From an optimization exercise on the open Yosys and OpenROAD flow, aimed at small area, a short achievable clock period and few clock cycles per item; shortcuts taken in it are not production practice.
Only simulation tests tie the RTL to the original design; equivalence was not proved.
Power and IR drop assume default switching activity.

## flow/design.v (module list and top-level ports; edited modules follow where they fit)
// module SNN: 3003 lines
// module snn_pp: 7 lines
// module snn_fa: 10 lines
// module snn_ha: 9 lines
module SNN(
	clk,
	rst_n,
	in_valid,
	img,
	ker,
	weight,
	out_valid,
	out_data
);
  // ...
==> flow/run.sh <==
#!/bin/bash
# synth_recipe.tcl (not shown) runs the flow's synth.tcl, then flattens the netlist and writes it again
# the make line also repeats each setting of config.mk as NAME=value (left out here)
make -C /OpenROAD-flow-scripts/flow DESIGN_CONFIG=/design/flow/config.mk WORK_HOME=/design/flow/orfs CLKGATE_MAP_FILE= SYNTH_SCRIPT=/design/flow/synth_recipe.tcl finish
==> flow/config.mk <==
export PLATFORM = sky130hd
export DESIGN_NAME = SNN
export DESIGN_NICKNAME = SNN
export VERILOG_FILES = /design/flow/design.v
export SDC_FILE = /design/flow/constraint.sdc
export NUM_CORES = 4
export LEC_CHECK = 0
export CAP_MARGIN = 20
export CORE_MARGIN = 2
export CORE_UTILIZATION = 55
export CTS_BUF_LIST = sky130_fd_sc_hd__clkbuf_8 sky130_fd_sc_hd__clkbuf_4
export SLEW_MARGIN = 20
export SYNTH_HIERARCHICAL = 1
==> flow/constraint.sdc <==
create_clock -name core_clock -period 17.0 [get_ports {clk}]
set_input_delay 3.4000 -clock core_clock [delete_from_list [all_inputs] [get_ports {clk}]]
set_output_delay 3.4000 -clock core_clock [all_outputs]
set_load 0.01 [all_outputs]
==> impl_metrics.tcl, run 1 <==
set metrics [dict create \
    seqCellArea_um2 12150 \
    cp-startpoint "out_data[9]" \
    fin_area_um2 37680 \
    post_drt_wl_per_cell_um 21.13 \
    cp_max_fo 1 \
    die_h_um 253.4 \
    syn_avg_cell_area_um2 13.06 \
    via_per_inst 5.406 \
    hpwl_um 61510 \
    relSlewSlack 0.3674 \
    clkbuf_count 131 \
    max-vdd-ir-drop_mv 0.3210 \
    status "finished clean" \
    fin_cells 3674 \
    drive_above_1_share 0.07375 \
    switchingPower_w 0.003648 \
    seq_cell_count 511 \
    firstDrtPassIters 7 \
    m1WireLength_um 31670 \
    p_leak_nw 16.39 \
    drtAntennaViolNets 0 \
    dpl_cell_area_um2 35760 \
    p_sw_frac 0.4287 \
    grt_pass1_vias 22730 \
    htreeDepth 3 \
    regMostFlops "conv" \
    clkCellAreaFrac 0.05097 \
    die_w_um 253.4 \
    synth_compound_area_frac 0.02849 \
    cts_sinks 511 \
    power_frac_comb 0.648 \
]
Testbench counts, summed over its fixed seeds: cycles 14,976, items 192.
==> inputs of run 2 (changes only) <==
==> flow/flow/run.sh (new file) <==
#!/bin/bash
# The standard layout, with the port buffers made of buf_4 cells instead of
# the cell buffer_ports picks by default (a slow delay buffer).
set -o pipefail
export BUFFER_PORTS_ARGS="-buffer_cell sky130_fd_sc_hd__buf_4"
bash standard.sh 2>&1 | tee standard.log
==> flow/standard.sh (new file) <==
#!/bin/bash
# synth_recipe.tcl (not shown) runs the flow's synth.tcl, then flattens the netlist and writes it again
# the make line also repeats each setting of config.mk as NAME=value (left out here)
make -C /OpenROAD-flow-scripts/flow DESIGN_CONFIG=/design/flow/config.mk WORK_HOME=/design/flow/orfs CLKGATE_MAP_FILE= SYNTH_SCRIPT=/design/flow/synth_recipe.tcl "${@:-finish}"
removed: flow/run.sh
==> run 2 against run 1 <==
Synthesized cell count is the same; utilization up 0.089 points; sequential share of layout area about the same; cell count is the same; fmax up 5.2%; cell area grew 0.15%; worst setup slack improved by 240 ps; non-clock buffer count decreased by 1; critical path depth rose by 22; critical endpoint is now out_data[2]; largest power group unchanged; highest routed layer unchanged.
==> impl_metrics.tcl, run 2 <==
set metrics [dict create \
    status "finished clean" \
    multi_input_area_um2 21600 \
    yosysMostFrequentCell "fa_1" \
    firstDrtPassIters 5 \
    final_cell_mix "fa_1 (685), nor2_1 (682), dfxtp_1 (306)" \
    ys_async_sr_fraction 0.05088 \
    critical_path_buf_inv_count 3 \
    drive_above_1_share 0.08677 \
    vias 19990 \
    crit_path_cell_trace "ha_1 > o21a_1 > o21a_1 > o21ai_0 > nand2b_1 > a21oi_1 > nor2b_1 > o21ai_0 > a21oi_1 > fa_1 > fa_1 > inv_1 > ha_1 > inv_1 > fa_1 > inv_1 > a21o_1 > a311oi_1 > xnor2_1 > mux2i_1 > nand3_1 > nor4_4 > nor2_1" \
    cts-hold-fix-buffers 0 \
    ys_top_cells_by_area "fa_1 (40%), dfxtp_1 (18%), edfxtp_1 (16%), nor2_1 (7.5%), ha_1 (6.8%)" \
    cts-resized-gates 0 \
    synth_area_um2 34210 \
    nets 3661 \
    totalWireLength_um 78650 \
    cap_viol_max_count 0 \
    cts_tree "yes" \
    finalHoldViolCount 0 \
    rsz0062_at_grt "false" \
    slowest_delay_ps 520 \
    die_area_um2 64200 \
    netlist.area_leader.share 0.4009 \
    synth_edf_count 179 \
    clk_pin_slew_worst_paths_ps 60 \
    ys_seq_area_frac 0.3552 \
    required_ps 17560 \
    endpoint_kind "flip-flop" \
    row_count 91 \
    critPathLaunchType "flip-flop" \
    p_leak_nw 16.49 \
    fill_cells 4858 \
    boundaryPins 38 \
    seqCellArea_um2 12150 \
    max-vdd-ir-drop_mv 0.2260 \
    finalSetupViolations 0 \
    drv_slew 0 \
    fin_setup_tns_ps 0 \
    synth_warnings 7 \
    regMostFlops "conv" \
    synth_commonest_cells "fa_1 (685), nor2_1 (682), dfxtp_1 (306), ha_1 (186), edfxtp_1 (179)" \
    root_buffer "clkbuf_8" \
    worstHoldPathType "reg -> reg" \
    overflow 0 \
    drtAntennaViolNets 0 \
    core_region_area_um2 61600 \
    grt_pass1_wl_um 127700 \
    htreeDepth 3 \
    totalPowerFinal_w 0.008744 \
    tightest_slew_ps 963.4 \
    cts-buffers-inserted 85 \
    syn_to_final_growth_pct 10.33 \
    grt_pass1_vias 23050 \
    p_per_area_nw_per_um2 231.7 \
    place_congestion 0.9043 \
    period_share 0.2769 \
    critical_path_class "reg -> reg" \
    cts_sinks 511 \
    place_ws_ps 12260 \
    clock_path_buffers 3 \
    fmax_mhz 212.4 \
    grt_usage 0.2639 \
    clk_latency_ps 690 \
    crit_family "adder cells" \
    largest_reg_flops 20 \
    die_h_um 253.4 \
    post_drt_wl_per_cell_um 21.41 \
    crit_slowest_cell "fa_1" \
    dpl_cell_area_um2 35660 \
    synth_cell_type_count 64 \
    io_buffers 37 \
    synth_cells 2620 \
    relSlewSlack 0.3569 \
    drc 0 \
    cp.arrival_ps 5270 \
    synthFlopType "dfxtp_1" \
    postCtsSetupRepairBufs 0 \
    fin_area_um2 37740 \
    final_common_cell "fa_1" \
    hpwl_um 62270 \
    synth_top_cell_by_area "fa_1" \
    dr.first_iter.drc_count 1215 \
    grt_antenna_before_repair 2 \
    via_per_inst 5.440 \
    fin_ws_ps 12290 \
    grt_max_degree 47 \
    die_w_um 253.4 \
    period_minus_slack_ps 4708 \
    finalClockSkew_ps 35.25 \
    start_util 0.5553 \
    final_util 0.6127 \
    ys_ff_latch 511 \
    cp_max_fo 5 \
    syn_avg_cell_area_um2 13.06 \
]
==> run 2: cell counts after synthesis <==
No cell type changed its count.
==> run 2: worst paths after layout <==
check / start / to / slack [ps] / cells after the start
worst max-delay path: xs[10] / out_data[2] / 12290 / 23
worst min-delay path: sr3_n[3] / sr4_n[3] / 330 / 0
worst max register to register: xs[10] / out_data[2] / 12290 / 23
worst min register to register: sr3_n[3] / sr4_n[3] / 330 / 0
max in group asynchronous: rst_n / xv / 14050 / 1
min in group asynchronous: rst_n / out_data[4] / 2620 / 1
==> run 2: modules after synthesis (local to each module, per instance) <==
module	times used	cell area, um^2	flip-flops and latches
SNN	1	17540	511
snn_fa	665	20.02	0
snn_ha	76	12.51	0
snn_pp	640	3.754	0
==> run 2: routing by layer <==
| metal | up-vias | global-route usage | wire length (um) |
|---|---|---|---|
| met4 | 0 | 0.09248 | 2427 |
| met1 | 10500 | 0.3485 | 31740 |
| met2 | 593 | 0.4397 | 39920 |
| met3 | 141 | 0.05027 | 4561 |
| li1 | 8753 | - | - |
| met5 | - | 0 | 0 |
==> run 2: final cells by class <==
class                      count  area share
sequential                   511      0.3220
antenna                        2   0.0001326
clock inverter                35     0.01283
clock buffer                 124     0.04224
timing repair buffer          47    0.009350
tap                          837     0.02775
inverter                     134     0.01333
multi-input combinational   1984      0.5723
==> run 2: cells by family (layout without fill, tap and decap cells) <==
family	after synthesis	after routing	synth area share
xor+xnor	65	65	0.01664
flops	511	511	0.3552
simple gates	843	843	0.1014
mux	42	42	0.01313
other cells	2	22	0.0002195
buf+inv	143	340	0.01591
compound gates	143	143	0.02849
fa+ha+maj	871	871	0.4689
==> run 2: metrics by stage <==
stage / hold slack [ps] / std cells
floorplan: 309.6 / 2638
CTS: 325.8 / 3672
detailed placement: 312.1 / 3513
finish: 325.3 / 3674
global route: 328.6 / 3673
global placement: 311.2 / 3513
==> run 2: report_power, final <==
group,internal (W),switching [W]
sequential,0.00158,0.000208
clock,0.000766,0.000525
combinational,0.00264,0.00302

## re-timing with driven ports
The results above use ideal ports. As a check the final layouts listed here were re-extracted and re-timed, cells and wires unchanged. Step 1 (the two cells are an assumption about what drives the block):
set clk [get_ports {clk}]
set_driving_cell -lib_cell sky130_fd_sc_hd__clkbuf_16 $clk
set_driving_cell -lib_cell sky130_fd_sc_hd__buf_2 [delete_from_list [all_inputs] $clk]
Step 2 times the ports against the registers' clock, not the clock port: input delays grow and output delays shrink by t, the midpoint of the rising clock arrivals with the driver on. a / b / c = ideal / step 1 / step 2; a / b = the first two.
run | t, ns | slack for setup (ns) | pins driven straight from the clock port
run 1 | 0.720 | 12.048 / 11.989 / 12.291 | 1
run 2 | 0.732 | 12.292 / 12.292 / 12.292 | 1
After both steps every run listed still meets setup and hold.
